Background: an optimization exercise with open tools, aiming at small area, a short achievable clock period and few clock cycles. Do not read the settings as production practice.
Function was checked by simulation only, so behaviour that the tests miss may differ from the original.
Power is estimated from default activity; no workload was simulated.

File: design/flow/run.sh
#!/bin/bash
# synth_recipe.tcl (not shown) runs the flow's synth.tcl, then flattens the netlist and writes it again
# the make line also repeats each setting of config.mk as NAME=value (left out here)
make -C /OpenROAD-flow-scripts/flow DESIGN_CONFIG=/design/flow/config.mk WORK_HOME=/design/flow/orfs CLKGATE_MAP_FILE= SYNTH_SCRIPT=/design/flow/synth_recipe.tcl finish
File: design/flow/config.mk
export PLATFORM = sky130hd
export DESIGN_NAME = JAM
export DESIGN_NICKNAME = JAM
export VERILOG_FILES = /design/flow/design.v
export SDC_FILE = /design/flow/constraint.sdc
export NUM_CORES = 4
export LEC_CHECK = 0
export CAP_MARGIN = 20
export CORE_MARGIN = 2
export CORE_UTILIZATION = 65
export SETUP_SLACK_MARGIN = 0.6
export SLEW_MARGIN = 20
File: design/flow/constraint.sdc
create_clock -name core_clock -period 4.5 [get_ports {CLK}]
set_input_delay 0.9000 -clock core_clock [delete_from_list [all_inputs] [get_ports {CLK}]]
set_output_delay 0.9000 -clock core_clock [all_outputs]
set_load 0.01 [all_outputs]
File: design/flow/design.v
module JAM (
    input CLK,
    input RST,
    output [2:0] W,
    output [2:0] J,
    input [6:0] Cost,
    output reg [3:0] MatchCount,
    output reg [9:0] MinCost,
    output reg Valid
);
reg [7:0] t;           
wire [7:0] t_next = RST ? 8'd1 : (t == 8'd125 ? t : t + 8'd1);
always @(posedge CLK) t <= t_next;
function [2:0] w_of(input [5:0] tt);
    begin
        case (tt)
            6'd0: w_of = 3'd1;
            6'd1: w_of = 3'd5;
            6'd2: w_of = 3'd3;
            6'd3: w_of = 3'd6;
            6'd4: w_of = 3'd5;
            6'd5: w_of = 3'd2;
            6'd6: w_of = 3'd0;
            6'd7: w_of = 3'd1;
            6'd8: w_of = 3'd6;
            6'd9: w_of = 3'd2;
            6'd10: w_of = 3'd4;
            6'd11: w_of = 3'd2;
            6'd12: w_of = 3'd2;
            6'd13: w_of = 3'd4;
            6'd14: w_of = 3'd1;
            6'd15: w_of = 3'd6;
            6'd16: w_of = 3'd3;
            6'd17: w_of = 3'd6;
            6'd18: w_of = 3'd0;
            6'd19: w_of = 3'd4;
            6'd20: w_of = 3'd3;
            6'd21: w_of = 3'd0;
            6'd22: w_of = 3'd4;
            6'd23: w_of = 3'd3;
            6'd24: w_of = 3'd4;
            6'd25: w_of = 3'd7;
            6'd26: w_of = 3'd6;
            6'd27: w_of = 3'd7;
            6'd28: w_of = 3'd1;
            6'd29: w_of = 3'd7;
            6'd30: w_of = 3'd5;
            6'd31: w_of = 3'd7;
            6'd32: w_of = 3'd2;
            6'd33: w_of = 3'd1;
            6'd34: w_of = 3'd7;
            6'd35: w_of = 3'd3;
            6'd36: w_of = 3'd0;
            6'd37: w_of = 3'd6;
            6'd38: w_of = 3'd2;
            6'd39: w_of = 3'd2;
            6'd40: w_of = 3'd0;
            6'd41: w_of = 3'd3;
            6'd42: w_of = 3'd5;
            6'd43: w_of = 3'd5;
            6'd44: w_of = 3'd7;
            6'd45: w_of = 3'd3;
            6'd46: w_of = 3'd6;
            6'd47: w_of = 3'd0;
            6'd48: w_of = 3'd5;
            6'd49: w_of = 3'd4;
            6'd50: w_of = 3'd1;
            6'd51: w_of = 3'd0;
            6'd52: w_of = 3'd4;
            6'd53: w_of = 3'd1;
            6'd54: w_of = 3'd3;
            6'd55: w_of = 3'd5;
            6'd56: w_of = 3'd7;
            6'd57: w_of = 3'd0;
            6'd58: w_of = 3'd2;
            6'd59: w_of = 3'd1;
            6'd60: w_of = 3'd6;
            6'd61: w_of = 3'd5;
            6'd62: w_of = 3'd7;
            6'd63: w_of = 3'd4;
            default: w_of = 3'd0;
        endcase
    end
endfunction
wire [2:0] lw = w_of(t[5:0]);
reg [2:0] lj;           
always @* begin
    case (lw)
        3'd0: lj = t[2:0] - 3'd6;
        3'd1: lj = t[2:0] - 3'd0;
        3'd2: lj = t[2:0] - 3'd7;
        3'd3: lj = t[2:0] - 3'd6;
        3'd4: lj = t[2:0] - 3'd3;
        3'd5: lj = t[2:0] - 3'd1;
        3'd6: lj = t[2:0] - 3'd0;
        3'd7: lj = t[2:0] - 3'd2;
        default: lj = t[2:0];
    endcase
end
assign W = RST ? 3'd1 : lw;
assign J = RST ? 3'd0 : lj;
reg [6:0] R [0:7][0:7];
integer wi, pi;
always @(posedge CLK) begin
    for (wi = 0; wi < 8; wi = wi + 1) begin
        for (pi = 7; pi > 0; pi = pi - 1)
            R[wi][pi] <= R[wi][pi-1];
        if (RST ? (wi == 1) : (t < 8'd64 && lw == wi))
            R[wi][0] <= Cost;
        else
            R[wi][0] <= R[wi][7];
    end
end
function [4:0] pat_of(input [7:0] tt);    
    begin
        case (tt)
            8'd46: pat_of = 5'd22;
            8'd49: pat_of = 5'd23;
            8'd52: pat_of = 5'd18;
            8'd53: pat_of = 5'd25;
            8'd54: pat_of = 5'd21;
            8'd55: pat_of = 5'd20;
            8'd56: pat_of = 5'd21;
            8'd57: pat_of = 5'd19;
            8'd58: pat_of = 5'd18;
            8'd59: pat_of = 5'd23;
            8'd60: pat_of = 5'd24;
            8'd61: pat_of = 5'd19;
            8'd62: pat_of = 5'd25;
            8'd63: pat_of = 5'd24;
            8'd64: pat_of = 5'd23;
            8'd65: pat_of = 5'd24;
            8'd66: pat_of = 5'd16;
            8'd67: pat_of = 5'd22;
            8'd68: pat_of = 5'd23;
            8'd69: pat_of = 5'd17;
            8'd70: pat_of = 5'd24;
            8'd71: pat_of = 5'd23;
            8'd72: pat_of = 5'd22;
            8'd73: pat_of = 5'd22;
            8'd74: pat_of = 5'd23;
            8'd75: pat_of = 5'd21;
            8'd76: pat_of = 5'd22;
            8'd77: pat_of = 5'd16;
            8'd78: pat_of = 5'd23;
            8'd79: pat_of = 5'd18;
            8'd80: pat_of = 5'd20;
            8'd81: pat_of = 5'd21;
            8'd82: pat_of = 5'd22;
            8'd83: pat_of = 5'd20;
            8'd84: pat_of = 5'd21;
            8'd85: pat_of = 5'd23;
            8'd86: pat_of = 5'd20;
            8'd87: pat_of = 5'd17;
            8'd88: pat_of = 5'd19;
            8'd89: pat_of = 5'd20;
            8'd90: pat_of = 5'd21;
            8'd91: pat_of = 5'd19;
            8'd92: pat_of = 5'd20;
            8'd93: pat_of = 5'd22;
            8'd94: pat_of = 5'd19;
            8'd95: pat_of = 5'd22;
            8'd96: pat_of = 5'd18;
            8'd97: pat_of = 5'd18;
            8'd98: pat_of = 5'd20;
            8'd99: pat_of = 5'd18;
            8'd100: pat_of = 5'd19;
            8'd101: pat_of = 5'd21;
            8'd102: pat_of = 5'd18;
            8'd103: pat_of = 5'd21;
            8'd104: pat_of = 5'd17;
            8'd105: pat_of = 5'd17;
            8'd106: pat_of = 5'd19;
            8'd107: pat_of = 5'd17;
            8'd108: pat_of = 5'd17;
            8'd109: pat_of = 5'd20;
            8'd110: pat_of = 5'd17;
            8'd111: pat_of = 5'd19;
            8'd112: pat_of = 5'd16;
            8'd113: pat_of = 5'd16;
            8'd114: pat_of = 5'd17;
            8'd115: pat_of = 5'd16;
            8'd116: pat_of = 5'd16;
            8'd117: pat_of = 5'd18;
            8'd118: pat_of = 5'd16;
            8'd119: pat_of = 5'd16;
            default: pat_of = 5'd0;
        endcase
    end
endfunction
reg [4:0] pn;           
reg iv;                 
always @(posedge CLK) begin
    pn <= RST ? pat_of(8'd0) : pat_of(t);
    iv <= ~RST & pn[4];
end
wire [6:0] a00 = R[0][2];
wire [6:0] a10 = R[1][0];
wire [6:0] a20 = R[2][1];
wire [6:0] a30 = R[3][2];
reg [1:0] sel_a1_0;
always @(posedge CLK) begin
    case (pn[3:0])
        4'd2, 4'd4, 4'd5, 4'd6, 4'd7, 4'd8: sel_a1_0 <= 2'd1;
        default: sel_a1_0 <= 2'd2;
    endcase
end
wire [6:0] a01 = ({7{sel_a1_0[0]}} & R[0][3]) | ({7{sel_a1_0[1]}} & R[0][4]);
wire [6:0] a11 = ({7{sel_a1_0[0]}} & R[1][1]) | ({7{sel_a1_0[1]}} & R[1][2]);
reg [1:0] sel_a1_1;
always @(posedge CLK) begin
    if (RST) sel_a1_1 <= 2'd0;
    else begin
        case (pn[3:0])
            4'd2, 4'd4, 4'd5, 4'd6, 4'd7, 4'd8: sel_a1_1 <= 2'd1;
            default: sel_a1_1 <= 2'd2;
        endcase
    end
end
wire [6:0] a21 = ({7{sel_a1_1[0]}} & R[2][2]) | ({7{sel_a1_1[1]}} & R[2][3]);
wire [6:0] a31 = ({7{sel_a1_1[0]}} & R[3][3]) | ({7{sel_a1_1[1]}} & R[3][4]);
reg [3:0] sel_a2_0;
always @(posedge CLK) begin
    case (pn[3:0])
        4'd0, 4'd1, 4'd3: sel_a2_0 <= 4'd1;
        4'd4, 4'd6: sel_a2_0 <= 4'd2;
        4'd2, 4'd7, 4'd9: sel_a2_0 <= 4'd4;
        default: sel_a2_0 <= 4'd8;
    endcase
end
wire [6:0] a02 = ({7{sel_a2_0[0]}} & R[0][3]) | ({7{sel_a2_0[1]}} & R[0][5]) | ({7{sel_a2_0[2]}} & R[0][6]) | ({7{sel_a2_0[3]}} & R[0][7]);
wire [6:0] a12 = ({7{sel_a2_0[0]}} & R[1][1]) | ({7{sel_a2_0[1]}} & R[1][3]) | ({7{sel_a2_0[2]}} & R[1][4]) | ({7{sel_a2_0[3]}} & R[1][5]);
reg [3:0] sel_a2_1;
always @(posedge CLK) begin
    if (RST) sel_a2_1 <= 4'd0;
    else begin
        case (pn[3:0])
            4'd0, 4'd1, 4'd3: sel_a2_1 <= 4'd1;
            4'd4, 4'd6: sel_a2_1 <= 4'd2;
            4'd2, 4'd7, 4'd9: sel_a2_1 <= 4'd4;
            default: sel_a2_1 <= 4'd8;
        endcase
    end
end
wire [6:0] a22 = ({7{sel_a2_1[0]}} & R[2][2]) | ({7{sel_a2_1[1]}} & R[2][4]) | ({7{sel_a2_1[2]}} & R[2][5]) | ({7{sel_a2_1[3]}} & R[2][6]);
wire [6:0] a32 = ({7{sel_a2_1[0]}} & R[3][3]) | ({7{sel_a2_1[1]}} & R[3][5]) | ({7{sel_a2_1[2]}} & R[3][6]) | ({7{sel_a2_1[3]}} & R[3][7]);
reg [3:0] sel_a3_0;
always @(posedge CLK) begin
    case (pn[3:0])
        4'd5: sel_a3_0 <= 4'd1;
        4'd1, 4'd4, 4'd8: sel_a3_0 <= 4'd2;
        4'd3, 4'd6, 4'd7, 4'd9: sel_a3_0 <= 4'd4;
        default: sel_a3_0 <= 4'd8;
    endcase
end
wire [6:0] a03 = ({7{sel_a3_0[0]}} & R[0][5]) | ({7{sel_a3_0[1]}} & R[0][6]) | ({7{sel_a3_0[2]}} & R[0][0]) | ({7{sel_a3_0[3]}} & R[0][1]);
wire [6:0] a13 = ({7{sel_a3_0[0]}} & R[1][3]) | ({7{sel_a3_0[1]}} & R[1][4]) | ({7{sel_a3_0[2]}} & R[1][6]) | ({7{sel_a3_0[3]}} & R[1][7]);
reg [3:0] sel_a3_1;
always @(posedge CLK) begin
    if (RST) sel_a3_1 <= 4'd0;
    else begin
        case (pn[3:0])
            4'd5: sel_a3_1 <= 4'd1;
            4'd1, 4'd4, 4'd8: sel_a3_1 <= 4'd2;
            4'd3, 4'd6, 4'd7, 4'd9: sel_a3_1 <= 4'd4;
            default: sel_a3_1 <= 4'd8;
        endcase
    end
end
wire [6:0] a23 = ({7{sel_a3_1[0]}} & R[2][4]) | ({7{sel_a3_1[1]}} & R[2][5]) | ({7{sel_a3_1[2]}} & R[2][7]) | ({7{sel_a3_1[3]}} & R[2][0]);
wire [6:0] a33 = ({7{sel_a3_1[0]}} & R[3][5]) | ({7{sel_a3_1[1]}} & R[3][6]) | ({7{sel_a3_1[2]}} & R[3][0]) | ({7{sel_a3_1[3]}} & R[3][1]);
reg [3:0] sel_b0_0;
always @(posedge CLK) begin
    case (pn[3:0])
        4'd9: sel_b0_0 <= 4'd1;
        4'd2, 4'd7, 4'd8: sel_b0_0 <= 4'd2;
        4'd0, 4'd3, 4'd5, 4'd6: sel_b0_0 <= 4'd4;
        default: sel_b0_0 <= 4'd8;
    endcase
end
wire [6:0] b00 = ({7{sel_b0_0[0]}} & R[4][6]) | ({7{sel_b0_0[1]}} & R[4][7]) | ({7{sel_b0_0[2]}} & R[4][1]) | ({7{sel_b0_0[3]}} & R[4][2]);
wire [6:0] b10 = ({7{sel_b0_0[0]}} & R[5][0]) | ({7{sel_b0_0[1]}} & R[5][1]) | ({7{sel_b0_0[2]}} & R[5][3]) | ({7{sel_b0_0[3]}} & R[5][4]);
reg [3:0] sel_b0_1;
always @(posedge CLK) begin
    if (RST) sel_b0_1 <= 4'd0;
    else begin
        case (pn[3:0])
            4'd9: sel_b0_1 <= 4'd1;
            4'd2, 4'd7, 4'd8: sel_b0_1 <= 4'd2;
            4'd0, 4'd3, 4'd5, 4'd6: sel_b0_1 <= 4'd4;
            default: sel_b0_1 <= 4'd8;
        endcase
    end
end
wire [6:0] b20 = ({7{sel_b0_1[0]}} & R[6][1]) | ({7{sel_b0_1[1]}} & R[6][2]) | ({7{sel_b0_1[2]}} & R[6][4]) | ({7{sel_b0_1[3]}} & R[6][5]);
wire [6:0] b30 = ({7{sel_b0_1[0]}} & R[7][7]) | ({7{sel_b0_1[1]}} & R[7][0]) | ({7{sel_b0_1[2]}} & R[7][2]) | ({7{sel_b0_1[3]}} & R[7][3]);
reg [1:0] sel_b1_0;
always @(posedge CLK) begin
    case (pn[3:0])
        4'd4, 4'd5, 4'd6: sel_b1_0 <= 2'd1;
        default: sel_b1_0 <= 2'd2;
    endcase
end
wire [6:0] b01 = ({7{sel_b1_0[0]}} & R[4][7]) | ({7{sel_b1_0[1]}} & R[4][0]);
wire [6:0] b11 = ({7{sel_b1_0[0]}} & R[5][1]) | ({7{sel_b1_0[1]}} & R[5][2]);
reg [1:0] sel_b1_1;
always @(posedge CLK) begin
    if (RST) sel_b1_1 <= 2'd0;
    else begin
        case (pn[3:0])
            4'd4, 4'd5, 4'd6: sel_b1_1 <= 2'd1;
            default: sel_b1_1 <= 2'd2;
        endcase
    end
end
wire [6:0] b21 = ({7{sel_b1_1[0]}} & R[6][2]) | ({7{sel_b1_1[1]}} & R[6][3]);
wire [6:0] b31 = ({7{sel_b1_1[0]}} & R[7][0]) | ({7{sel_b1_1[1]}} & R[7][1]);
reg [1:0] sel_b2_0;
always @(posedge CLK) begin
    case (pn[3:0])
        4'd0, 4'd2, 4'd3, 4'd6, 4'd7, 4'd9: sel_b2_0 <= 2'd1;
        default: sel_b2_0 <= 2'd2;
    endcase
end
wire [6:0] b02 = ({7{sel_b2_0[0]}} & R[4][2]) | ({7{sel_b2_0[1]}} & R[4][4]);
wire [6:0] b12 = ({7{sel_b2_0[0]}} & R[5][4]) | ({7{sel_b2_0[1]}} & R[5][6]);
reg [1:0] sel_b2_1;
always @(posedge CLK) begin
    if (RST) sel_b2_1 <= 2'd0;
    else begin
        case (pn[3:0])
            4'd0, 4'd2, 4'd3, 4'd6, 4'd7, 4'd9: sel_b2_1 <= 2'd1;
            default: sel_b2_1 <= 2'd2;
        endcase
    end
end
wire [6:0] b22 = ({7{sel_b2_1[0]}} & R[6][5]) | ({7{sel_b2_1[1]}} & R[6][7]);
wire [6:0] b32 = ({7{sel_b2_1[0]}} & R[7][3]) | ({7{sel_b2_1[1]}} & R[7][5]);
reg [1:0] sel_b3_0;
always @(posedge CLK) begin
    case (pn[3:0])
        4'd0, 4'd1, 4'd2, 4'd4, 4'd5, 4'd8: sel_b3_0 <= 2'd1;
        default: sel_b3_0 <= 2'd2;
    endcase
end
wire [6:0] b03 = ({7{sel_b3_0[0]}} & R[4][3]) | ({7{sel_b3_0[1]}} & R[4][4]);
wire [6:0] b13 = ({7{sel_b3_0[0]}} & R[5][5]) | ({7{sel_b3_0[1]}} & R[5][6]);
reg [1:0] sel_b3_1;
always @(posedge CLK) begin
    if (RST) sel_b3_1 <= 2'd0;
    else begin
        case (pn[3:0])
            4'd0, 4'd1, 4'd2, 4'd4, 4'd5, 4'd8: sel_b3_1 <= 2'd1;
            default: sel_b3_1 <= 2'd2;
        endcase
    end
end
wire [6:0] b23 = ({7{sel_b3_1[0]}} & R[6][6]) | ({7{sel_b3_1[1]}} & R[6][7]);
wire [6:0] b33 = ({7{sel_b3_1[0]}} & R[7][4]) | ({7{sel_b3_1[1]}} & R[7][5]);
wire [107:0] pa, pb;
side_pairs UPA (.c({a33, a32, a31, a30, a23, a22, a21, a20, a13, a12, a11, a10, a03, a02, a01, a00}), .s(pa));
side_pairs UPB (.c({b33, b32, b31, b30, b23, b22, b21, b20, b13, b12, b11, b10, b03, b02, b01, b00}), .s(pb));
reg [107:0] pa_q, pb_q;
reg v1, v2, v3;
always @(posedge CLK) begin
    pa_q <= pa;
    pb_q <= pb;
    v1 <= ~RST & iv;
    v2 <= ~RST & v1;
    v3 <= ~RST & v2;
end
wire [38:0] ha, hb;
side_half UHA (.s(pa_q), .h(ha));
side_half UHB (.s(pb_q), .h(hb));
reg [38:0] ha_q, hb_q;
always @(posedge CLK) begin
    ha_q <= ha;
    hb_q <= hb;
end
wire [12:0] ma, mb;
mc_min3 UMA (.h(ha_q), .y(ma));
mc_min3 UMB (.h(hb_q), .y(mb));
reg [12:0] ma_q, mb_q;
always @(posedge CLK) begin
    ma_q <= ma;
    mb_q <= mb;
end
wire [9:0] cand = {1'b0, ma_q[8:0]} + {1'b0, mb_q[8:0]};
wire [3:0] cc = ma_q[12:9] * mb_q[12:9];
always @(posedge CLK) begin
    if (RST) begin
        MinCost <= 10'h3ff;
        MatchCount <= 4'd0;
        Valid <= 1'b0;
    end else begin
        if (v3) begin
            if (cand < MinCost) begin
                MinCost <= cand;
                MatchCount <= cc;
            end else if (cand == MinCost) begin
                MatchCount <= MatchCount + cc;
            end
        end
        Valid <= (t == 8'd124);
    end
end
endmodule
module mc_comb (
    input  [12:0] a,
    input  [12:0] b,
    output [12:0] y
);
wire lt = a[8:0] < b[8:0];
wire eq = a[8:0] == b[8:0];
assign y = eq ? {a[12:9] + b[12:9], a[8:0]} : (lt ? a : b);
endmodule
module mc_min3 (
    input  [38:0] h,
    output [12:0] y
);
wire [8:0] x0 = h[8:0], x1 = h[21:13], x2 = h[34:26];
wire [3:0] k0 = h[12:9], k1 = h[25:22], k2 = h[38:35];
wire l01 = x0 < x1, l02 = x0 < x2, l12 = x1 < x2;
wire e01 = x0 == x1, e02 = x0 == x2, e12 = x1 == x2;
wire m0 = (l01 | e01) & (l02 | e02);         
wire m1 = ~l01 & (l12 | e12);                
wire m2 = ~l02 & ~l12;                       
assign y[8:0] = m0 ? x0 : (m1 ? x1 : x2);
assign y[12:9] = ({4{m0}} & k0) + ({4{m1}} & k1) + ({4{m2}} & k2);
endmodule
module side_pairs (
    input  [111:0] c,       
    output [107:0] s        
);
function [8:0] pair;        
    input [6:0] x0, y1, y0, x1;    
    reg [7:0] u, v;
    begin
        u = x0 + y1;
        v = y0 + x1;
        pair = {u == v, (u < v) ? u : v};
    end
endfunction
wire [6:0] q [0:3][0:3];
genvar gr, gs;
generate for (gr = 0; gr < 4; gr = gr + 1) begin : g_r
    for (gs = 0; gs < 4; gs = gs + 1) begin : g_s
        assign q[gr][gs] = c[(gr*4+gs)*7 +: 7];
    end
end endgenerate
assign s[0*9 +: 9] = pair(q[0][0], q[1][1], q[0][1], q[1][0]);
assign s[6*9 +: 9] = pair(q[2][0], q[3][1], q[2][1], q[3][0]);
assign s[1*9 +: 9] = pair(q[0][0], q[1][2], q[0][2], q[1][0]);
assign s[7*9 +: 9] = pair(q[2][0], q[3][2], q[2][2], q[3][0]);
assign s[2*9 +: 9] = pair(q[0][0], q[1][3], q[0][3], q[1][0]);
assign s[8*9 +: 9] = pair(q[2][0], q[3][3], q[2][3], q[3][0]);
assign s[3*9 +: 9] = pair(q[0][1], q[1][2], q[0][2], q[1][1]);
assign s[9*9 +: 9] = pair(q[2][1], q[3][2], q[2][2], q[3][1]);
assign s[4*9 +: 9] = pair(q[0][1], q[1][3], q[0][3], q[1][1]);
assign s[10*9 +: 9] = pair(q[2][1], q[3][3], q[2][3], q[3][1]);
assign s[5*9 +: 9] = pair(q[0][2], q[1][3], q[0][3], q[1][2]);
assign s[11*9 +: 9] = pair(q[2][2], q[3][3], q[2][3], q[3][2]);
endmodule
module side_half (
    input  [107:0] s,
    output [38:0] h         
);
wire [12:0] e [0:5];
genvar gi;
generate for (gi = 0; gi < 6; gi = gi + 1) begin : g_e
    wire [1:0] lg = {1'b0, s[gi*9+8]} + {1'b0, s[(11-gi)*9+8]};
    assign e[gi] = {4'd1 << lg, {1'b0, s[gi*9 +: 8]} + {1'b0, s[(11-gi)*9 +: 8]}};
end endgenerate
mc_comb C0 (.a(e[0]), .b(e[1]), .y(h[12:0]));
mc_comb C1 (.a(e[2]), .b(e[3]), .y(h[25:13]));
mc_comb C2 (.a(e[4]), .b(e[5]), .y(h[38:26]));
endmodule
==> notes.md, run 1 <==
The maximum fanout encountered on the critical timing path is 12. From synthesis to final layout, the design area changed by 11.5%. The logs give 58.4% for the logic gate share of total power and 0.0380 ns for the post-route clock skew. The internal portion of the total power is 0.0254 W. For this run, the number of Yosys warnings is 4. After the last flow step, the layout net total stands at 6,404.

The initial utilization of the core area, before any placement, comes to 65.5%. Cells with a size suffix above 1 make up 10.4% of the layout. Port buffering added 29 buffers. For the count of filler cells inserted in the layout, the log shows 5,901. For the max-slew violation total from the final report, the log shows 0. Clock tree synthesis selected as its root buffer the cell clkbuf_16. The max-slew headroom at the worst pin was 41.5%; the count of non-filler cells in the finished layout was 6,596.

The number of nets in the synthesized netlist is 6,269. Number of antenna violations at the first check in global routing: 10. The min-delay analysis places its worst path in the category reg -> reg. In this run switching power makes up 44.2% of total power. The detailed router finished its first iteration with 3,506 violations. Setup repair after global routing could not meet its margin everywhere.

The run gives 77,300 sq um as the area inside the core boundary. Number of top-level pins: 30. The routed layout has 40,100 vias.

The logs give 114,000 um for the detailed placer's ending HPWL and 0 for the final number of setup-violating endpoints. The floorplan step set the die height to 283 um. The later-pin clock latency in the skew report was 0.67 ns; the per-cell via count in the routed design was 6.08. For this design the total switching power over the nets is 0.0201 W.

The tools report the sequential fraction of design power as 25.4%. The run gives 217,000 um as the global-route wire length before repair. Across all hold checks on the routed design, the worst slack comes to 0.327 ns. For the worst setup path, the data arrival time is 4.34 ns. The area of the die was 80,200 sq um.

For the register cell area after layout, the log shows 16,900 sq um. The final critical-path share of the clock period was 85.8%. The flow ran to the end and the layout has no timing, DRC or antenna violations.

In the final layout, the multi-input gates occupy 32,100 sq um. The tools report the critical path required time as 4.98 ns. The H-tree generated during clock tree synthesis spans 3 levels. Once layout is complete, the utilization of the core stands at 73.0%. The tools report the clock share of power as 16.2%. Max-cap violations in this run came to 0. The clock transition at the registers of the reported paths is 0.06 ns, and the number of nets still failing antenna checks after routing is 0. For the static power due to leakage, the log shows 27.7 nW.

The clock passes through at most 3 buffers. After detailed routing, the average wire length per cell comes to 21.9 um. Synthesis produced a netlist whose cell count is 5,350. The type of the worst setup path was reg -> reg. Before CTS, the worst setup slack after placement is 0.0252 ns. After layout, the worst setup slack is 0.637 ns. The startpoint class of the critical path was a flip-flop. The maximum number of pins on one net before global-route repair is 46, and the achievable clock frequency is 0.259 GHz. The library cell used most frequently in the layout, excluding fill and tap cells, is ha_1. The top cell types in the final layout, fill and taps aside, are ha_1 (836), dfxtp_1 (815), inv_1 (484). The final hold violation count was 0; the power per cell area was 806 nW/um^2.

Counting flops with a built-in enable in the synthesized netlist gives 0. The share of synthesized registers carrying an async set or reset was 0%; the number of flip-flops and latches in the synthesized netlist was 843. The remaining routing DRC violations was 0; the number of buffers created by CTS was 86. Across the VDD grid, the largest voltage drop is 0.639 mV. In this run the register-to-register setup slack is 0.64 ns.

First-pass iteration count of the detailed router: 6. The logs give 38,200 for the number of global-route vias before repair and 0 for the residual overflow from global routing. For this design, the CTS-stage hold fixing added 0 buffers. The tools report the number of clock sinks as 843. After synthesis, the cell types taking the most area are dfxtp_1 (33%), ha_1 (21%), a21oi_1 (4.1%), inv_1 (3.6%), xnor2_1 (3.1%). The tools report the global placer's final weighted congestion as 1.01. At the pin with the least slew margin, the transition time is 0.875 ns. The width of the chip works out to 283 um. Counting tap cells, the placed design contains a total of 6,406 instances. Sequential fraction of the synthesis area: 33.3%.

Global routing used 34.8% of the available tracks. The number of different library cells used by synthesis comes to 83. The post-synthesis instance area was 50,600 sq um.

The leading area contributor after synthesis is dfxtp_1. The portion of synthesized cell area occupied by the leading cell type came out at 33.3%. Final wirelength: 145,000 um.

TritonCTS built the clock tree. The minimum period implied by the final worst setup slack is 3.86 ns. The most used flip-flop cell after synthesis is dfxtp_1. STA classifies the critical path endpoint as a flip-flop. In this run the mean area of a mapped cell was 9.47 sq um. Row generation in the floorplan step produced 102 rows.
## registers in the layout (all words and copies together) (netlist names), 8 cells and up
register,count
ma_q,13
pb_q,108
t,8
pa_q,108
R,448
hb_q,39
MinCost,10
ha_q,39
mb_q,13
## stage by stage
step                cell area, sq um  setup TNS, ns  power, W
floorplan                      50600              0    0.0289
global placement               52500        -0.0376    0.0355
detailed placement             52500              0    0.0359
CTS                            55600              0    0.0437
global route                   56500              0    0.0488
finish                         56500              0    0.0455
## power groups by stage
stage | clock network, W | registers (W) | logic, W
2_1_floorplan | 0 | 0.0107 | 0.0182
3_3_place_gp | 0 | 0.0116 | 0.0239
3_5_place_dp | 0 | 0.0116 | 0.0243
4_1_cts | 0.00741 | 0.0115 | 0.0248
5_1_grt | 0.00774 | 0.0117 | 0.0294
6_report | 0.00737 | 0.0116 | 0.0266
## worst paths after layout
path,from,endpoint,depth (start not counted)
max,sel_a3_0[0]$_DFF_P_,pa_q[36]$_DFF_P_,16
min,R[62][4]$_DFF_P_,R[63][4]$_DFF_P_,0
max reg2reg,sel_a3_0[0]$_DFF_P_,pa_q[36]$_DFF_P_,16
min reg2reg,R[62][4]$_DFF_P_,R[63][4]$_DFF_P_,0
## area by class of cell
type                            instances  share of cell area [%]
Inverter                              486                    3.23
Sequential cell                       843                    30.0
Timing Repair Buffer                  165                    2.36
Antenna cell                            2                 0.00886
Tap cell                             1040                    2.30
Multi-Input combinational cell       3903                    56.9
Clock buffer                          122                    4.41
Clock inverter                         35                   0.793
## cell families (layout without fill, tap and decap cells)
group           after synthesis  after routing  share of synthesized area (%)
fa+ha+maj                   910            910                           23.5
buf+inv                     604            808                           4.61
other cells                   0              2                              0
mux                         198            198                           4.11
xor+xnor                    335            335                           5.89
simple gates                974            974                           9.20
flops                       843            843                           33.3
compound gates             1486           1486                           19.3
## synth_stat cells, types with 6 or more instances
cell type / count
a21oi_1: 418
o41ai_1: 12
nor3b_1: 7
o31a_1: 10
nor2b_1: 79
fa_1: 71
a21boi_0: 9
xnor2_1: 180
o22ai_1: 13
nand2b_1: 107
mux2i_1: 117
o31ai_1: 24
a31o_2: 7
mux2_2: 80
xor2_1: 151
buf_2: 15
and3_1: 7
or3_1: 10
nand3_1: 31
nand2_1: 291
nor3_1: 50
o21bai_1: 113
a221oi_1: 11
a21o_1: 163
and2_1: 21
a211oi_1: 19
clkbuf_1: 88
a22o_1: 118
inv_1: 485
o211ai_1: 20
o21a_1: 56
a31oi_1: 11
ha_1: 839
nor2_1: 264
buf_1: 6
a22oi_1: 189
nand4_1: 62
o21ai_0: 243
a222oi_1: 7
dfxtp_1: 843
nor4_1: 6
or2_2: 18
o21ai_1: 6
## routing by layer
| metal | global-route usage [%] | wire, um | vias to the layer above |
|---|---|---|---|
| met5 | 0 | 21 | - |
| met4 | 10.9 | 4720 | 4 |
| met3 | 6.82 | 12700 | 293 |
| met2 | 52.1 | 61200 | 1508 |
| met1 | 50.5 | 66100 | 19000 |
| li1 | - | - | 19300 |
## worst max-delay path, stage by stage, from the launching register on
cell and delay (ns):
dfxtp_1 0.34, buf_4 0.21, a22oi_2 0.20, nand2_2 0.14, ha_1 0.24, fa_1 0.41, a21oi_1 0.15, nor2_1 0.05
nor2_1 0.17, o21bai_1 0.12, a21oi_2 0.17, xor2_1 0.27, ha_1 0.30, a21o_1 0.16, a21oi_1 0.17, o21ai_2 0.11
o21ai_0 0.47
## repair_timing
item | in CTS | in global routing
endpoints found under the setup margin | 119 | 234
pin swaps | 3 | 35
setup buffers | 4 | 27
gates resized for setup | 54 | 199
Testbench counts, summed over its fixed seeds: cycles 1,008.
==> inputs of run 2 (changes only) <==
--- a/design/flow/design.v
+++ b/design/flow/design.v
@@ -209,14 +209,4 @@
 wire [6:0] a11 = ({7{sel_a1_0[0]}} & R[1][1]) | ({7{sel_a1_0[1]}} & R[1][2]);
-reg [1:0] sel_a1_1;
-always @(posedge CLK) begin
-    if (RST) sel_a1_1 <= 2'd0;
-    else begin
-        case (pn[3:0])
-            4'd2, 4'd4, 4'd5, 4'd6, 4'd7, 4'd8: sel_a1_1 <= 2'd1;
-            default: sel_a1_1 <= 2'd2;
-        endcase
-    end
-end
-wire [6:0] a21 = ({7{sel_a1_1[0]}} & R[2][2]) | ({7{sel_a1_1[1]}} & R[2][3]);
-wire [6:0] a31 = ({7{sel_a1_1[0]}} & R[3][3]) | ({7{sel_a1_1[1]}} & R[3][4]);
+wire [6:0] a21 = ({7{sel_a1_0[0]}} & R[2][2]) | ({7{sel_a1_0[1]}} & R[2][3]);
+wire [6:0] a31 = ({7{sel_a1_0[0]}} & R[3][3]) | ({7{sel_a1_0[1]}} & R[3][4]);
 reg [3:0] sel_a2_0;
@@ -232,16 +222,4 @@
 wire [6:0] a12 = ({7{sel_a2_0[0]}} & R[1][1]) | ({7{sel_a2_0[1]}} & R[1][3]) | ({7{sel_a2_0[2]}} & R[1][4]) | ({7{sel_a2_0[3]}} & R[1][5]);
-reg [3:0] sel_a2_1;
-always @(posedge CLK) begin
-    if (RST) sel_a2_1 <= 4'd0;
-    else begin
-        case (pn[3:0])
-            4'd0, 4'd1, 4'd3: sel_a2_1 <= 4'd1;
-            4'd4, 4'd6: sel_a2_1 <= 4'd2;
-            4'd2, 4'd7, 4'd9: sel_a2_1 <= 4'd4;
-            default: sel_a2_1 <= 4'd8;
-        endcase
-    end
-end
-wire [6:0] a22 = ({7{sel_a2_1[0]}} & R[2][2]) | ({7{sel_a2_1[1]}} & R[2][4]) | ({7{sel_a2_1[2]}} & R[2][5]) | ({7{sel_a2_1[3]}} & R[2][6]);
-wire [6:0] a32 = ({7{sel_a2_1[0]}} & R[3][3]) | ({7{sel_a2_1[1]}} & R[3][5]) | ({7{sel_a2_1[2]}} & R[3][6]) | ({7{sel_a2_1[3]}} & R[3][7]);
+wire [6:0] a22 = ({7{sel_a2_0[0]}} & R[2][2]) | ({7{sel_a2_0[1]}} & R[2][4]) | ({7{sel_a2_0[2]}} & R[2][5]) | ({7{sel_a2_0[3]}} & R[2][6]);
+wire [6:0] a32 = ({7{sel_a2_0[0]}} & R[3][3]) | ({7{sel_a2_0[1]}} & R[3][5]) | ({7{sel_a2_0[2]}} & R[3][6]) | ({7{sel_a2_0[3]}} & R[3][7]);
 reg [3:0] sel_a3_0;
@@ -257,16 +235,4 @@
 wire [6:0] a13 = ({7{sel_a3_0[0]}} & R[1][3]) | ({7{sel_a3_0[1]}} & R[1][4]) | ({7{sel_a3_0[2]}} & R[1][6]) | ({7{sel_a3_0[3]}} & R[1][7]);
-reg [3:0] sel_a3_1;
-always @(posedge CLK) begin
-    if (RST) sel_a3_1 <= 4'd0;
-    else begin
-        case (pn[3:0])
-            4'd5: sel_a3_1 <= 4'd1;
-            4'd1, 4'd4, 4'd8: sel_a3_1 <= 4'd2;
-            4'd3, 4'd6, 4'd7, 4'd9: sel_a3_1 <= 4'd4;
-            default: sel_a3_1 <= 4'd8;
-        endcase
-    end
-end
-wire [6:0] a23 = ({7{sel_a3_1[0]}} & R[2][4]) | ({7{sel_a3_1[1]}} & R[2][5]) | ({7{sel_a3_1[2]}} & R[2][7]) | ({7{sel_a3_1[3]}} & R[2][0]);
-wire [6:0] a33 = ({7{sel_a3_1[0]}} & R[3][5]) | ({7{sel_a3_1[1]}} & R[3][6]) | ({7{sel_a3_1[2]}} & R[3][0]) | ({7{sel_a3_1[3]}} & R[3][1]);
+wire [6:0] a23 = ({7{sel_a3_0[0]}} & R[2][4]) | ({7{sel_a3_0[1]}} & R[2][5]) | ({7{sel_a3_0[2]}} & R[2][7]) | ({7{sel_a3_0[3]}} & R[2][0]);
+wire [6:0] a33 = ({7{sel_a3_0[0]}} & R[3][5]) | ({7{sel_a3_0[1]}} & R[3][6]) | ({7{sel_a3_0[2]}} & R[3][0]) | ({7{sel_a3_0[3]}} & R[3][1]);
 reg [3:0] sel_b0_0;
@@ -282,16 +248,4 @@
 wire [6:0] b10 = ({7{sel_b0_0[0]}} & R[5][0]) | ({7{sel_b0_0[1]}} & R[5][1]) | ({7{sel_b0_0[2]}} & R[5][3]) | ({7{sel_b0_0[3]}} & R[5][4]);
-reg [3:0] sel_b0_1;
-always @(posedge CLK) begin
-    if (RST) sel_b0_1 <= 4'd0;
-    else begin
-        case (pn[3:0])
-            4'd9: sel_b0_1 <= 4'd1;
-            4'd2, 4'd7, 4'd8: sel_b0_1 <= 4'd2;
-            4'd0, 4'd3, 4'd5, 4'd6: sel_b0_1 <= 4'd4;
-            default: sel_b0_1 <= 4'd8;
-        endcase
-    end
-end
-wire [6:0] b20 = ({7{sel_b0_1[0]}} & R[6][1]) | ({7{sel_b0_1[1]}} & R[6][2]) | ({7{sel_b0_1[2]}} & R[6][4]) | ({7{sel_b0_1[3]}} & R[6][5]);
-wire [6:0] b30 = ({7{sel_b0_1[0]}} & R[7][7]) | ({7{sel_b0_1[1]}} & R[7][0]) | ({7{sel_b0_1[2]}} & R[7][2]) | ({7{sel_b0_1[3]}} & R[7][3]);
+wire [6:0] b20 = ({7{sel_b0_0[0]}} & R[6][1]) | ({7{sel_b0_0[1]}} & R[6][2]) | ({7{sel_b0_0[2]}} & R[6][4]) | ({7{sel_b0_0[3]}} & R[6][5]);
+wire [6:0] b30 = ({7{sel_b0_0[0]}} & R[7][7]) | ({7{sel_b0_0[1]}} & R[7][0]) | ({7{sel_b0_0[2]}} & R[7][2]) | ({7{sel_b0_0[3]}} & R[7][3]);
 reg [1:0] sel_b1_0;
@@ -305,14 +259,4 @@
 wire [6:0] b11 = ({7{sel_b1_0[0]}} & R[5][1]) | ({7{sel_b1_0[1]}} & R[5][2]);
-reg [1:0] sel_b1_1;
-always @(posedge CLK) begin
-    if (RST) sel_b1_1 <= 2'd0;
-    else begin
-        case (pn[3:0])
-            4'd4, 4'd5, 4'd6: sel_b1_1 <= 2'd1;
-            default: sel_b1_1 <= 2'd2;
-        endcase
-    end
-end
-wire [6:0] b21 = ({7{sel_b1_1[0]}} & R[6][2]) | ({7{sel_b1_1[1]}} & R[6][3]);
-wire [6:0] b31 = ({7{sel_b1_1[0]}} & R[7][0]) | ({7{sel_b1_1[1]}} & R[7][1]);
+wire [6:0] b21 = ({7{sel_b1_0[0]}} & R[6][2]) | ({7{sel_b1_0[1]}} & R[6][3]);
+wire [6:0] b31 = ({7{sel_b1_0[0]}} & R[7][0]) | ({7{sel_b1_0[1]}} & R[7][1]);
 reg [1:0] sel_b2_0;
@@ -326,14 +270,4 @@
 wire [6:0] b12 = ({7{sel_b2_0[0]}} & R[5][4]) | ({7{sel_b2_0[1]}} & R[5][6]);
-reg [1:0] sel_b2_1;
-always @(posedge CLK) begin
-    if (RST) sel_b2_1 <= 2'd0;
-    else begin
-        case (pn[3:0])
-            4'd0, 4'd2, 4'd3, 4'd6, 4'd7, 4'd9: sel_b2_1 <= 2'd1;
-            default: sel_b2_1 <= 2'd2;
-        endcase
-    end
-end
-wire [6:0] b22 = ({7{sel_b2_1[0]}} & R[6][5]) | ({7{sel_b2_1[1]}} & R[6][7]);
-wire [6:0] b32 = ({7{sel_b2_1[0]}} & R[7][3]) | ({7{sel_b2_1[1]}} & R[7][5]);
+wire [6:0] b22 = ({7{sel_b2_0[0]}} & R[6][5]) | ({7{sel_b2_0[1]}} & R[6][7]);
+wire [6:0] b32 = ({7{sel_b2_0[0]}} & R[7][3]) | ({7{sel_b2_0[1]}} & R[7][5]);
 reg [1:0] sel_b3_0;
@@ -347,14 +281,4 @@
 wire [6:0] b13 = ({7{sel_b3_0[0]}} & R[5][5]) | ({7{sel_b3_0[1]}} & R[5][6]);
-reg [1:0] sel_b3_1;
-always @(posedge CLK) begin
-    if (RST) sel_b3_1 <= 2'd0;
-    else begin
-        case (pn[3:0])
-            4'd0, 4'd1, 4'd2, 4'd4, 4'd5, 4'd8: sel_b3_1 <= 2'd1;
-            default: sel_b3_1 <= 2'd2;
-        endcase
-    end
-end
-wire [6:0] b23 = ({7{sel_b3_1[0]}} & R[6][6]) | ({7{sel_b3_1[1]}} & R[6][7]);
-wire [6:0] b33 = ({7{sel_b3_1[0]}} & R[7][4]) | ({7{sel_b3_1[1]}} & R[7][5]);
+wire [6:0] b23 = ({7{sel_b3_0[0]}} & R[6][6]) | ({7{sel_b3_0[1]}} & R[6][7]);
+wire [6:0] b33 = ({7{sel_b3_0[0]}} & R[7][4]) | ({7{sel_b3_0[1]}} & R[7][5]);
 wire [107:0] pa, pb;
==> notes.md, run 2 <==
The portion of synthesized cell area occupied by the leading cell type is 32.9% (-0.48 points). The tools report the launch instance of the worst register-to-register path as sel_a3_0[1]$_DFF_P_. Setup repair after global routing could not meet its margin everywhere. The starting DRC count in detailed routing was 4,033 (+15%); the logic gate share of total power was 61.2% (+2.8 points). The register containing the most flip-flops in the final layout was R. The logs give 0.63 ns (about the same) for the register-to-register setup slack and 5,364 (+0.26%) for the number of instances in the synthesized netlist. The maximum fanout encountered on the critical timing path is 14 (+2), and the share of cells above drive strength 1 is 10.9% (+0.50 points). Leaving out fill and tap cells, the most frequent cell in the layout is ha_1. For this run, the leading register cell type out of synthesis is dfxtp_1. The final-layout setup total negative slack is 0 ns (unchanged).

For the max-slew headroom at the worst pin, the log shows 47.9% (+6.5 points). In this run the critical register-to-register path is captured at pa_q[46]$_DFF_P_. The path class of the tightest hold or removal check is reg -> reg. The internal power summed over all cells came out at 0.0256 W (+0.83%). The later-pin clock latency in the skew report came out at 0.66 ns (about the same). TritonCTS built the clock tree. The number of flip-flops and latches in the synthesized netlist is 823 (-2.4%). By count the netlist is led by ha_1 (840), dfxtp_1 (823), inv_1 (455).

The relative area change from synthesis to final layout was 11.8%. The H-tree depth was 3 (unchanged). Biggest cell delay along the critical path: 0.41 ns (-0.06 ns). The family of cells with the greatest summed delay on the critical path was compound AO/OA/AOI/OAI gates.

The worst slack at placement was 0.178 ns (+0.153 ns). Clock share of power: 14.6% (-1.6 points). The final wirelength was 145,000 um (+0.33%). In the final layout, the registers with the most flip-flops are R: 448 flops, pa_q: 108 flops, pb_q: 108 flops. Number of distinct standard cells referenced by the synthesized netlist: 80 (-3.6%). The most common cell in the synthesized netlist is ha_1. For the final worst slack, the log shows 0.632 ns (-0.00546 ns). The tools report the sequential fraction of the synthesis area as 32.9% (-0.48 points).

The area of the die is 79,400 sq um (-0.94%). First-pass iteration count of the detailed router: 6 (unchanged). The logs give 52.5% (+0.35 points) for the met2 capacity usage during global routing and 6,429 (+0.36%) for the number of placed cells counting well taps. The tools report the global placer's final weighted congestion as 1.06 (+4.4%). The max-slew violation total from the final report is 0 (unchanged), and the area inside the core boundary is 76,200 sq um (-1.5%). The final critical-path share of the clock period came out at 86.0% (+0.12 points). Leaving out fill and tap cells, the most frequent cells in the layout are ha_1 (829), dfxtp_1 (803), inv_1 (453). The routing usage on met1 is 51.9% (+1.4 points), and the share of the core filled with cells is 73.6% (+0.56 points). The number of antenna violations at the first check in global routing is 14 (+4), and the number of top-level pins is 30 (unchanged). The maximum clock path buffer count is 3 (unchanged). For the residual overflow from global routing, the log shows 0 (unchanged). STA classifies the critical path startpoint as a flip-flop. The tools report the number of warnings issued by yosys as 4 (unchanged). The global routing usage on met3 came out at 6.68% (-0.14 points). Register cell area after layout: 16,500 sq um (-2.5%). Synthesized net count: 6,284 (+0.24%). The per-cell via count in the routed design is 6.10 (+0.31%). The total net switching power is 0.0213 W (+6.1%), and the highest ir drop seen on vdd is 0.691 mV (+8.0%). The static power due to leakage is 26.9 nW (-2.8%), and the worst-margin pin slew is 0.778 ns (-0.0971 ns). For the detailed-route via count, the log shows 40,400 (+0.71%).

The hold-critical path depth was 0 (unchanged). The global-route wire length before repair came out at 216,000 um (-0.44%). The tools report the critical path required time as 5.06 ns (+0.08 ns). The nature of the critical path endpoint is a flip-flop. The power per cell area was 838 nW/um^2 (+3.9%); the post-synthesis instance area was 50,200 sq um (-0.96%). The buffers plus inverters on the worst setup path came out at 3 (+2). The tools report the total chip power as 0.0470 W (+3.1%).

The global routing's busiest layer was met2. The maximum number of pins on one net before global-route repair came out at 47 (+2.2%). The run finished with no timing, DRC or antenna violations. The number of cells on the worst reg-to-reg path came out at 17 (+1). The worst hold path terminates at R[38][6]$_DFF_P_. The tools report the number of global-route vias before repair as 37,800 (-1.2%). The die outline height was 282 um (-0.47%); the post-route clock skew was 0.0319 ns (-0.00604 ns). The tools report the data arrival time of the critical path as 4.43 ns (+0.09 ns). Type of the worst setup path: reg -> reg. The clock transition at the registers of the reported paths is 0.06 ns (about the same). By area the synthesized netlist is led by dfxtp_1 (33%), ha_1 (21%), a21oi_1 (4.4%), inv_1 (3.4%), o21ai_0 (3.3%). The routed wirelength normalized by instance count was 21.9 um (about the same); the number of placement rows was 101 (-0.98%).

The remaining routing DRC violations was 0 (unchanged); the number of buffer cells added on primary ports was 29 (unchanged). The count of filler cells inserted in the layout was 5,743 (-2.7%). Number of buffers created by CTS: 82 (-4.7%).

The leading area contributor after synthesis was dfxtp_1. The logs give 823 (-2.4%) for the number of clock sinks and 6,622 (+0.39%) for the count of non-filler cells in the finished layout. The footprint of the multi-input gates was 32,000 sq um (-0.38%). For the number of inserted diodes, the log shows 0 (-2). The number of enable-type register cells in the synthesized netlist was 0 (unchanged). The achievable clock frequency was 0.259 GHz (-0.14%).

The run gives 0 (unchanged) as the number of violations of the max-capacitance limit. The width of the chip was 282 um (-0.47%). The number of flip-flops under the largest register name was 448 (unchanged); the number of nets still failing antenna checks after routing was 0 (unchanged). In this run the most critical hold path is launched from R[37][6]$_DFF_P_. The minimum period implied by the final worst setup slack works out to 3.87 ns (+0.00546 ns). The signal on the critical path passes through buf_12, a22oi_1, nand2_2, ha_1, fa_1, a21o_1, a21oi_2, o21bai_1, a21oi_1, xor2_1, ha_1, a21o_1, a21oi_1, o21ai_0, buf_4, o21ai_0, buf_4. The sequential fraction of design power is 24.2% (-1.2 points).

The synthesized area per cell was 9.35 sq um (-1.2%); the share of synthesized registers carrying an async set or reset was 0% (unchanged). The number of nets in the layout is 6,449 (+0.70%). The final number of setup-violating endpoints is 0 (unchanged), and the share of total power consumed by net switching is 45.4% (+1.3 points). For the number of hold-repair buffers added at the cts stage, the log shows 0 (unchanged).

The slowest stage of the critical path belongs to the cell fa_1. Clock tree synthesis selected as its root buffer the cell clkbuf_16. The final hold violation count is 0 (unchanged), and the effective utilization at floorplan is 65.8% (+0.34 points).

The logs give 35.8% (+0.94 points) for the total routing usage reported by global routing and 115,000 um (+0.93%) for the detailed placer's ending HPWL.
[run 2: cell count changes in the layout (fill, tap and decap cells not counted), moves of 20 or more]
| cell | previous run | this run |
|---|---|---|
| o21ai_0 | 207 | 277 |
| nand2_1 | 268 | 316 |
| inv_1 | 484 | 453 |
| o21bai_1 | 112 | 51 |
| nor3_1 | 49 | 27 |
| nand2b_1 | 107 | 87 |
| buf_4 | 129 | 176 |
[run 2: worst register-to-register path: stages (launching register included)]
cell and delay, ns:
dfxtp_4 0.36, buf_12 0.16, a22oi_1 0.20, nand2_2 0.16, ha_1 0.25, fa_1 0.41
a21o_1 0.19, a21oi_2 0.21, o21bai_1 0.09, a21oi_1 0.17, xor2_1 0.25, ha_1 0.29
a21o_1 0.17, a21oi_1 0.15, o21ai_0 0.09, buf_4 0.19, o21ai_0 0.23, buf_4 0.21
[run 2: cells by family after synthesis]
family                     Yosys count  synth area share, %
AOI/OAI and AO/OA                 1504                 19.2
xor gates and xnor gates           326                 5.69
adders and majority gates          917                 23.9
buffers and inverters              601                 4.61
DFF                                823                 32.9
muxes                              203                 4.28
and+or+nand+nor                    990                 9.44
[run 2: worst max path at each step]
stage	startpoint	to	slack (ns)	cells after the start
2_1_floorplan	sel_b2_0[0]$_DFF_P_	pb_q[14]$_DFF_P_	0.64	18
3_3_place_gp	sel_a1_0[0]$_DFF_P_	pa_q[40]$_DFF_P_	0.38	14
3_5_place_dp	sel_a1_0[0]$_DFF_P_	pa_q[39]$_DFF_P_	0.18	15
4_1_cts	sel_b0_0[2]$_SDFF_PP0_	pb_q[72]$_DFF_P_	0.60	19
5_1_grt	sel_a2_0[0]$_SDFF_PP0_	pa_q[64]$_DFF_P_	0.52	20
6_report	sel_a3_0[1]$_DFF_P_	pa_q[46]$_DFF_P_	0.63	17
[run 2: final cells by class]
| cell class | count | share of cell area [%] |
|---|---|---|
| clock inverter | 36 | 0.670 |
| tap | 1030 | 2.30 |
| multi-input combinational | 3941 | 57.1 |
| clock buffer | 111 | 4.12 |
| inverter | 458 | 3.08 |
| sequential | 823 | 29.5 |
| timing repair buffer | 223 | 3.26 |
[run 2: repair_timing]
action                                 4_1_cts  5_1_grt
setup endpoints to repair                  143      255
resized for setup                           52      224
pin swaps                                    2       61
buffers inserted                             2       38
endpoints found under the hold margin        0        0
gates cloned                                 0        6
[run 2: stage by stage]
step / hold slack [ns] / area [sq um]
CTS: 0.316 / 55100
detailed placement: 0.312 / 52300
floorplan: 0.310 / 50200
finish: 0.312 / 56100
global placement: 0.310 / 52300
global route: 0.324 / 56100
[run 2: power groups by stage]
stage	combinational (W)	sequential [W]	clock, W
2_1_floorplan	0.0194	0.0105	0
3_3_place_gp	0.0264	0.0114	0
3_5_place_dp	0.0270	0.0114	0
4_1_cts	0.0273	0.0113	0.00689
5_1_grt	0.0318	0.0115	0.00718
6_report	0.0287	0.0114	0.00685
[run 2: layer usage]
layer,vias up,part of all wire [%]
met3,339,8.8
met2,1587,41
li1,19400,-
met1,19000,46
met5,-,0.079
met4,12,4.2
Testbench counts of run 2, summed over its fixed seeds: cycles 1,008.
==> inputs of run 3 (changes only) <==
--- a/design/flow/config.mk
+++ b/design/flow/config.mk
@@ -10,2 +10,3 @@
 export CORE_UTILIZATION = 65
+export CTS_CLUSTER_SIZE = 30
 export SETUP_SLACK_MARGIN = 0.6
==> notes.md, run 3 <==
The number of inserted diodes was 0 (unchanged); the final wirelength was 145,000 um (unchanged). The run gives 0 (unchanged) as the max-slew violation total from the final report. Summed over all instances, the cell type with the most area after synthesis is dfxtp_1.

Setup repair after global routing could not meet its margin everywhere. The number of antenna violations at the first check in global routing was 14 (unchanged); the first-pass iteration count of the detailed router was 6 (unchanged). The number of buffers created by CTS came out at 82 (unchanged). The minimum period implied by the final worst setup slack works out to 3.87 ns (unchanged). Detailed-route via count: 40,400 (unchanged). The tree is rooted in a clkbuf_16. The run gives 3 (unchanged) as the maximum clock path buffer count.

The critical path is of the reg -> reg type. Number of flip-flops under the largest register name: 448 (unchanged). The startpoint identified for the worst hold timing path is R[37][6]$_DFF_P_. The tools report the number of nets still failing antenna checks after routing as 0 (unchanged).

The register-to-register setup slack was 0.63 ns (about the same). The power per cell area was 838 nW/um^2 (unchanged); the final critical-path share of the clock period was 86.0% (unchanged). The area of the die is 79,400 sq um (unchanged). The maximum fanout encountered on the critical timing path was 14 (unchanged).

After synthesis, the cell types taking the most area are dfxtp_1 (33%), ha_1 (21%), a21oi_1 (4.4%), inv_1 (3.4%), o21ai_0 (3.3%). For the number of global-route vias before repair, the log shows 37,800 (unchanged). The effective utilization at floorplan is 65.8% (unchanged). The total routing usage reported by global routing came out at 35.8% (unchanged). The nature of the critical path endpoint was a flip-flop. The synthesized net count came out at 6,284 (unchanged).

The post-route clock skew is 0.0319 ns (unchanged). The tools report the number of hold-repair buffers added at the cts stage as 0 (unchanged). The flow ran to the end and the layout has no timing, DRC or antenna violations. The cell with the biggest individual delay on the critical path is fa_1.

Synthesized area per cell: 9.35 sq um (unchanged). The number of instances in the synthesized netlist is 5,364 (unchanged), and the data arrival time of the critical path is 4.43 ns (about the same). Number of warnings issued by yosys: 4 (unchanged).

The count of filler cells inserted in the layout was 5,743 (unchanged). The share of synthesized registers carrying an async set or reset is 0% (unchanged). The maximum number of pins on one net before global-route repair was 47 (unchanged); the highest ir drop seen on vdd was 0.691 mV (unchanged).

The number of clock sinks is 823 (unchanged). The run gives 0.178 ns (unchanged) as the worst slack at placement. The area inside the core boundary is 76,200 sq um (unchanged). The starting DRC count in detailed routing was 4,033 (unchanged); the die outline height was 282 um (unchanged).

The remaining routing DRC violations came out at 0 (unchanged). The logs give 115,000 um (unchanged) for the detailed placer's ending HPWL and 47.9% (unchanged) for the max-slew headroom at the worst pin. The number of placement rows came out at 101 (unchanged).

The run gives 50,200 sq um (unchanged) as the post-synthesis instance area. TritonCTS built the clock tree. Ranked by flip-flop count, first place goes to R. The portion of synthesized cell area occupied by the leading cell type is 32.9% (unchanged). The per-cell via count in the routed design is 6.10 (unchanged).

Among all cell types in the netlist, the one instantiated most often is ha_1. The path with the worst hold slack has its endpoint at R[38][6]$_DFF_P_. The number of enable-type register cells in the synthesized netlist was 0 (unchanged); the footprint of the multi-input gates was 32,000 sq um (unchanged). The commonest non-fill, non-tap cell in the layout was ha_1. The sequential fraction of the synthesis area came out at 32.9% (unchanged).

The run gives 0.259 GHz (unchanged) as the achievable clock frequency. In the layout the commonest cells are ha_1 (829), dfxtp_1 (803), inv_1 (453). The tools report the final worst slack as 0.632 ns (unchanged). The most used flip-flop cell after synthesis was dfxtp_1. The total chip power came out at 0.0470 W (unchanged). The register cell area after layout is 16,500 sq um (unchanged). The worst-margin pin slew came out at 0.778 ns (unchanged).

The critical path required time was 5.06 ns (about the same); the hold-critical path depth was 0 (unchanged). In the synthesized netlist, the cells that appear most often are ha_1 (840), dfxtp_1 (823), inv_1 (455). The tools report the later-pin clock latency in the skew report as 0.66 ns (about the same).

The run gives 1.06 (unchanged) as the global placer's final weighted congestion. The biggest cell delay along the critical path came out at 0.41 ns (about the same). The final-layout setup total negative slack was 0 ns (unchanged); the number of distinct standard cells referenced by the synthesized netlist was 80 (unchanged). For the H-tree depth, the log shows 3 (unchanged). The destination of the worst register-to-register timing path was pa_q[46]$_DFF_P_. The number of cells on the worst reg-to-reg path was 17 (unchanged); the static power due to leakage was 26.9 nW (unchanged).

The share of cells above drive strength 1 was 10.9% (unchanged); the final number of setup-violating endpoints was 0 (unchanged). The number of buffer cells added on primary ports came out at 29 (unchanged). The share of the core filled with cells is 73.6% (unchanged). The global-route wire length before repair came out at 216,000 um (unchanged). STA classifies the critical path startpoint as a flip-flop.

The signal on the critical path passes through buf_12, a22oi_1, nand2_2, ha_1, fa_1, a21o_1, a21oi_2, o21bai_1, a21oi_1, xor2_1, ha_1, a21o_1, a21oi_1, o21ai_0, buf_4, o21ai_0, buf_4. The number of violations of the max-capacitance limit was 0 (unchanged); the number of nets in the layout was 6,449 (unchanged). The number of top-level pins was 30 (unchanged); the clock transition at the registers of the reported paths was 0.06 ns (about the same). The final hold violation count is 0 (unchanged), and the width of the chip is 282 um (unchanged). Number of flip-flops and latches in the synthesized netlist: 823 (unchanged). In the final layout, the registers with the most flip-flops are R: 448 flops, pa_q: 108 flops, pb_q: 108 flops. In this run the worst hold path is classified as reg -> reg. The routed wirelength normalized by instance count is 21.9 um (unchanged).

In this run the critical register-to-register path is launched from sel_a3_0[1]$_DFF_P_. The residual overflow from global routing is 0 (unchanged), and the relative area change from synthesis to final layout is 11.8% (unchanged).
## run 3: cells by family (layout without fill, tap and decap cells)
group / after synthesis / in the layout / share of synthesized area [%]
compound gates: 1504 / 1505 / 19.2
simple gates: 990 / 990 / 9.44
fa+ha+maj: 917 / 917 / 23.9
flops: 823 / 823 / 32.9
buf+inv: 601 / 828 / 4.61
xor+xnor: 326 / 326 / 5.69
mux: 203 / 203 / 4.28
## run 3: power breakdown
group          leakage (nW)  switching (W)  total, W  internal (W)
clock network          1.31        0.00298   0.00685       0.00387
logic                  18.8         0.0167    0.0287        0.0121
registers              6.81        0.00171    0.0114       0.00967
## run 3: how the worst max path moves through the flow
stage                                       from                to  depth (start not counted)
final                        sel_a3_0[1]$_DFF_P_  pa_q[46]$_DFF_P_                         17
after global routing      sel_a2_0[0]$_SDFF_PP0_  pa_q[64]$_DFF_P_                         20
after CTS                 sel_b0_0[2]$_SDFF_PP0_  pb_q[72]$_DFF_P_                         19
after detailed placement     sel_a1_0[0]$_DFF_P_  pa_q[39]$_DFF_P_                         15
after global placement       sel_a1_0[0]$_DFF_P_  pa_q[40]$_DFF_P_                         14
after floorplan              sel_b2_0[0]$_DFF_P_  pb_q[14]$_DFF_P_                         18
## run 3: per-stage QoR
stage,hold WS (ns),area [sq um],cells
2_1_floorplan,0.310,50200,5364
3_3_place_gp,0.310,52300,6429
3_5_place_dp,0.312,52300,6429
4_1_cts,0.316,55100,6578
5_1_grt,0.324,56100,6622
6_report,0.312,56100,6622
## run 3: routing by layer
metal  GRT usage, %  vias up  share of wire [%]
met3           6.68      339                8.8
met1           51.9    19000                 46
li1               -    19400                  -
met5              0        -              0.079
met4           13.8       12                4.2
met2           52.5     1587                 41
## run 3: repair_timing
| item | in CTS | in global routing |
|---|---|---|
| gates resized for setup | 52 | 224 |
| pin swaps | 2 | 61 |
| setup buffers | 2 | 38 |
| hold endpoints to repair | 0 | 0 |
| gates cloned | 0 | 6 |
| setup endpoints to repair | 143 | 255 |
## run 3: layout make-up
cell class | count | share of cell area [%]
Inverter | 458 | 3.08
Multi-Input combinational cell | 3941 | 57.1
Tap cell | 1030 | 2.30
Timing Repair Buffer | 223 | 3.26
Sequential cell | 823 | 29.5
Clock inverter | 36 | 0.670
Clock buffer | 111 | 4.12
## run 3: worst max-delay path: cells and delay by family, from the launching register on
| family | cells | cell delay, ns |
|---|---|---|
| xor+xnor | 1 | 0.25 |
| compound gates | 9 | 1.50 |
| fa+ha+maj | 3 | 0.95 |
| simple gates | 1 | 0.16 |
| flops | 1 | 0.36 |
| buf+inv | 3 | 0.56 |
==> inputs of run 4 (changes only) <==
--- a/design/flow/config.mk
+++ b/design/flow/config.mk
@@ -9,4 +9,3 @@
 export CORE_MARGIN = 2
-export CORE_UTILIZATION = 65
-export CTS_CLUSTER_SIZE = 30
+export CORE_UTILIZATION = 58
 export SETUP_SLACK_MARGIN = 0.6
==> notes.md, run 4 <==
Setup repair after global routing could not meet its margin everywhere. The most common cell in the synthesized netlist is ha_1. The run gives 13 (-1) as the number of antenna violations at the first check in global routing. The area growth from synthesis to layout is 13.1%. After synthesis, the cell types taking the most area are dfxtp_1 (33%), ha_1 (21%), a21oi_1 (4.4%), inv_1 (3.4%), o21ai_0 (3.3%).

For the residual overflow from global routing, the log shows 0 (unchanged). Number of warnings issued by yosys: 4 (unchanged). Die outline height: 298 um (+5.8%). The tools report the area inside the core boundary as 85,400 sq um (+12%). The number of clock sinks came out at 823 (unchanged). The number of nets still failing antenna checks after routing was 0 (unchanged); the share of cells above drive strength 1 was 11.1% (+0.22 points). The run gives 39,300 (-2.7%) as the detailed-route via count. Number of flip-flops and latches in the synthesized netlist: 823 (unchanged). For the final-layout setup total negative slack, the log shows 0 ns (unchanged). The tools report the nature of the critical path endpoint as a flip-flop. Final hold violation count: 0 (unchanged). The max-slew violation total from the final report is 0 (unchanged). The logs give 3 (unchanged) for the H-tree depth and 6,448 (-0.016%) for the number of nets in the layout. Family of cells with the greatest summed delay on the critical path: compound AO/OA/AOI/OAI gates. The tools report the sequential fraction of the synthesis area as 32.9% (unchanged). On the critical path, the stage with the largest delay is an instance of fa_1. The routed wirelength normalized by instance count was 21.8 um (-0.70%); the number of inserted diodes was 0 (unchanged). Leaving out fill and tap cells, the most frequent cell in the layout is ha_1. The effective utilization at floorplan was 58.7% (-7.1 points).

CTS placed an instance of clkbuf_16 at the clock tree root. The run gives 32.3% (-3.4 points) as the total routing usage reported by global routing. The tools report the global-route wire length before repair as 220,000 um (+1.8%). TritonCTS built the clock tree. The logs give 0.326 ns (+0.0139 ns) for the worst hold slack after final layout and 56,700 sq um (+1.2%) for the cell area after layout. Max-slew headroom at the worst pin: 38.3% (-9.6 points). The number of enable-type register cells in the synthesized netlist was 0 (unchanged). In the final layout, the registers with the most flip-flops are R: 448 flops, pa_q: 108 flops, pb_q: 108 flops. The maximum clock path buffer count was 3 (unchanged); the global placer's final weighted congestion was 0.993 (-6.0%). The power per cell area was 846 nW/um^2 (+1.0%).

The number of buffers created by CTS is 87 (+6.1%), and the first-pass iteration count of the detailed router is 6 (unchanged). The number of top-level pins is 30 (unchanged), and the minimum period implied by the final worst setup slack is 3.83 ns (-0.0392 ns). The worst hold path belongs to the class reg -> reg. The per-cell via count in the routed design is 5.83 (-4.4%).

The critical path goes through a22oi_1, nand2_1, ha_1, fa_1, a21o_1, a21oi_2, o21bai_1, a21oi_1, xor2_1, ha_1, a21o_1, a21oi_2, o21ai_2, buf_6, nand2_1, o21ai_0, buf_4. The clock transition at the registers of the reported paths works out to 0.06 ns (about the same). The startpoint class of the critical path is a flip-flop. The number of buffer cells added on primary ports works out to 29 (unchanged).

Number of flip-flops under the largest register name: 448 (unchanged). Number of placement rows: 107 (+5.9%). The critical path required time came out at 5.05 ns (about the same). For the detailed placer's ending HPWL, the log shows 118,000 um (+2.2%). Share of the core filled with cells: 66.4% (-7.2 points). Static power due to leakage: 27.1 nW (+0.70%).

Maximum fanout encountered on the critical timing path: 13 (-1). The highest ir drop seen on vdd is 0.687 mV (-0.52%), and the biggest cell delay along the critical path is 0.43 ns (+0.02 ns). For the data arrival time of the critical path, the log shows 4.38 ns (-0.05 ns).

The flow ran to the end and the layout has no timing, DRC or antenna violations. The share of synthesized registers carrying an async set or reset is 0% (unchanged), and the final wirelength is 147,000 um (+1.1%). The achievable clock frequency came out at 0.261 GHz (+1.0%). The register with the most flip-flops in the final layout is R. The synthesized design spends more area on one cell type than any other, namely dfxtp_1. The final worst slack is 0.671 ns (+0.0392 ns). The critical path in this run is classified as reg -> reg. Buffers plus inverters on the worst setup path: 2 (-1). Area of the die: 88,800 sq um (+12%). In the synthesized netlist the dominant register cell turns out to be dfxtp_1.

The placed instance area was 52,400 sq um (+0.32%). In the layout the commonest cells are ha_1 (826), dfxtp_1 (804), inv_1 (453). The width of the chip works out to 298 um (+5.8%). The post-synthesis instance area was 50,200 sq um (unchanged). The worst-margin pin slew came out at 0.922 ns (+0.144 ns). The tools report the number of distinct standard cells referenced by the synthesized netlist as 80 (unchanged).

The maximum number of pins on one net before global-route repair is 46 (-2.1%). The remaining routing DRC violations was 0 (unchanged); the post-route clock skew was 0.0314 ns (-0.000546 ns). The number of global-route vias before repair is 37,700 (-0.28%), and the worst slack at placement is 0.160 ns (-0.0179 ns).

The logs give 6,284 (unchanged) for the synthesized net count and 5,364 (unchanged) for the number of instances in the synthesized netlist. The synthesized area per cell was 9.35 sq um (unchanged); the number of violations of the max-capacitance limit was 0 (unchanged). Number of hold-repair buffers added at the cts stage: 0 (unchanged). The tools report the starting DRC count in detailed routing as 3,337 (-17%).

Ranked by instance count, the synthesized netlist is headed by ha_1 (840), dfxtp_1 (823), inv_1 (455). The portion of synthesized cell area occupied by the leading cell type was 32.9% (unchanged); the final critical-path share of the clock period was 85.1% (-0.87 points). The logs give 0 (unchanged) for the final number of setup-violating endpoints and 0.67 ns (about the same) for the later-pin clock latency in the skew report.
-- run 4: stage by stage --
| stage | total power, W | std cells |
|---|---|---|
| after detailed placement | 0.0386 | 6548 |
| after global placement | 0.0383 | 6548 |
| after global routing | 0.0519 | 6740 |
| final | 0.0480 | 6740 |
| after CTS | 0.0466 | 6706 |
| after floorplan | 0.0299 | 5364 |
-- run 4: kinds of logic after synthesis --
kind of cell | Yosys count | share of synthesized area (%)
buffers and inverters | 601 | 4.61
AND/OR/NAND/NOR | 990 | 9.44
XOR/XNOR | 326 | 5.69
flip-flops | 823 | 32.9
multiplexers | 203 | 4.28
adder cells (fa/ha/maj) | 917 | 23.9
AO/OA/AOI/OAI | 1504 | 19.2
-- run 4: layout make-up --
| class | instances | area (sq um) |
|---|---|---|
| timing repair buffer | 218 | 1750 |
| inverter | 458 | 1720 |
| sequential | 823 | 16500 |
| tap | 1144 | 1430 |
| clock buffer | 114 | 2410 |
| multi-input combinational | 3940 | 32200 |
| fill | 7142 | 28700 |
| clock inverter | 43 | 663 |
-- run 4: per-layer routing --
metal  wire, um  up-vias  track usage, %
met3      11900      215            7.20
met4       3830        2            9.00
met1      69900    18500            46.9
li1           -    19400               -
met5         13        -               0
met2      61100     1220            48.0
-- run 4: what timing repair did --
action,in CTS,in global routing
gates cloned,0,2
setup endpoints to repair,171,256
pin swaps,2,58
gates resized for setup,55,242
buffers inserted,1,32
-- run 4: path summary, 6_finish.rpt --
check        slack [ns]               end  cells past startpoint              startpoint
max reg2reg        0.67  pa_q[45]$_DFF_P_                     17  sel_a3_0[0]$_SDFF_PP0_
min reg2reg        0.33  R[38][1]$_DFF_P_                      0        R[37][1]$_DFF_P_
min                0.33  R[38][1]$_DFF_P_                      0        R[37][1]$_DFF_P_
max                0.67  pa_q[45]$_DFF_P_                     17  sel_a3_0[0]$_SDFF_PP0_
-- run 4: where the power goes --
group / total, W / leakage, nW / switching (W) / internal (W)
logic: 0.0290 / 18.8 / 0.0168 / 0.0122
clock network: 0.00766 / 1.49 / 0.00309 / 0.00457
registers: 0.0113 / 6.81 / 0.00165 / 0.00967
total: 0.0480 / 27.1 / 0.0215 / 0.0265
-- run 4: worst reg2reg max path, delay by kind of cell, from the launching register on --
family | cells | cell delay [ns]
compound gates | 9 | 1.42
fa+ha+maj | 3 | 1.04
flops | 1 | 0.41
buf+inv | 2 | 0.31
simple gates | 2 | 0.30
xor+xnor | 1 | 0.24

==> re-timing with driven ports <==
The flow's constraints put no driver on any port. The routed layouts listed below were extracted and timed again, unchanged, in two steps. Step 1 assumes that a clkbuf_16 drives the clock port and a buf_2 every other input. Step 2 adds t to the input delays and takes it off the output delays; t is the mean of the earliest and latest rising clock arrival at the registers after step 1. Input paths then give back, and output paths get back, about the clock's delay inside the block. Slacks: ideal / step 1 / step 2; pairs: ideal / step 1.
run	shift t [ns]	slack for setup (ns)	hold slack, ns
run 1	0.723	0.637 / 0.628 / 0.637	0.327 / 0.327 / 0.327
run 2	0.713	0.632 / 0.632 / 0.632	0.312 / 0.312 / 0.312
run 3	0.713	0.632 / 0.632 / 0.632	0.312 / 0.312 / 0.312
run 4	0.719	0.671 / 0.671 / 0.671	0.326 / 0.326 / 0.326
After both steps every run listed still meets setup and hold.
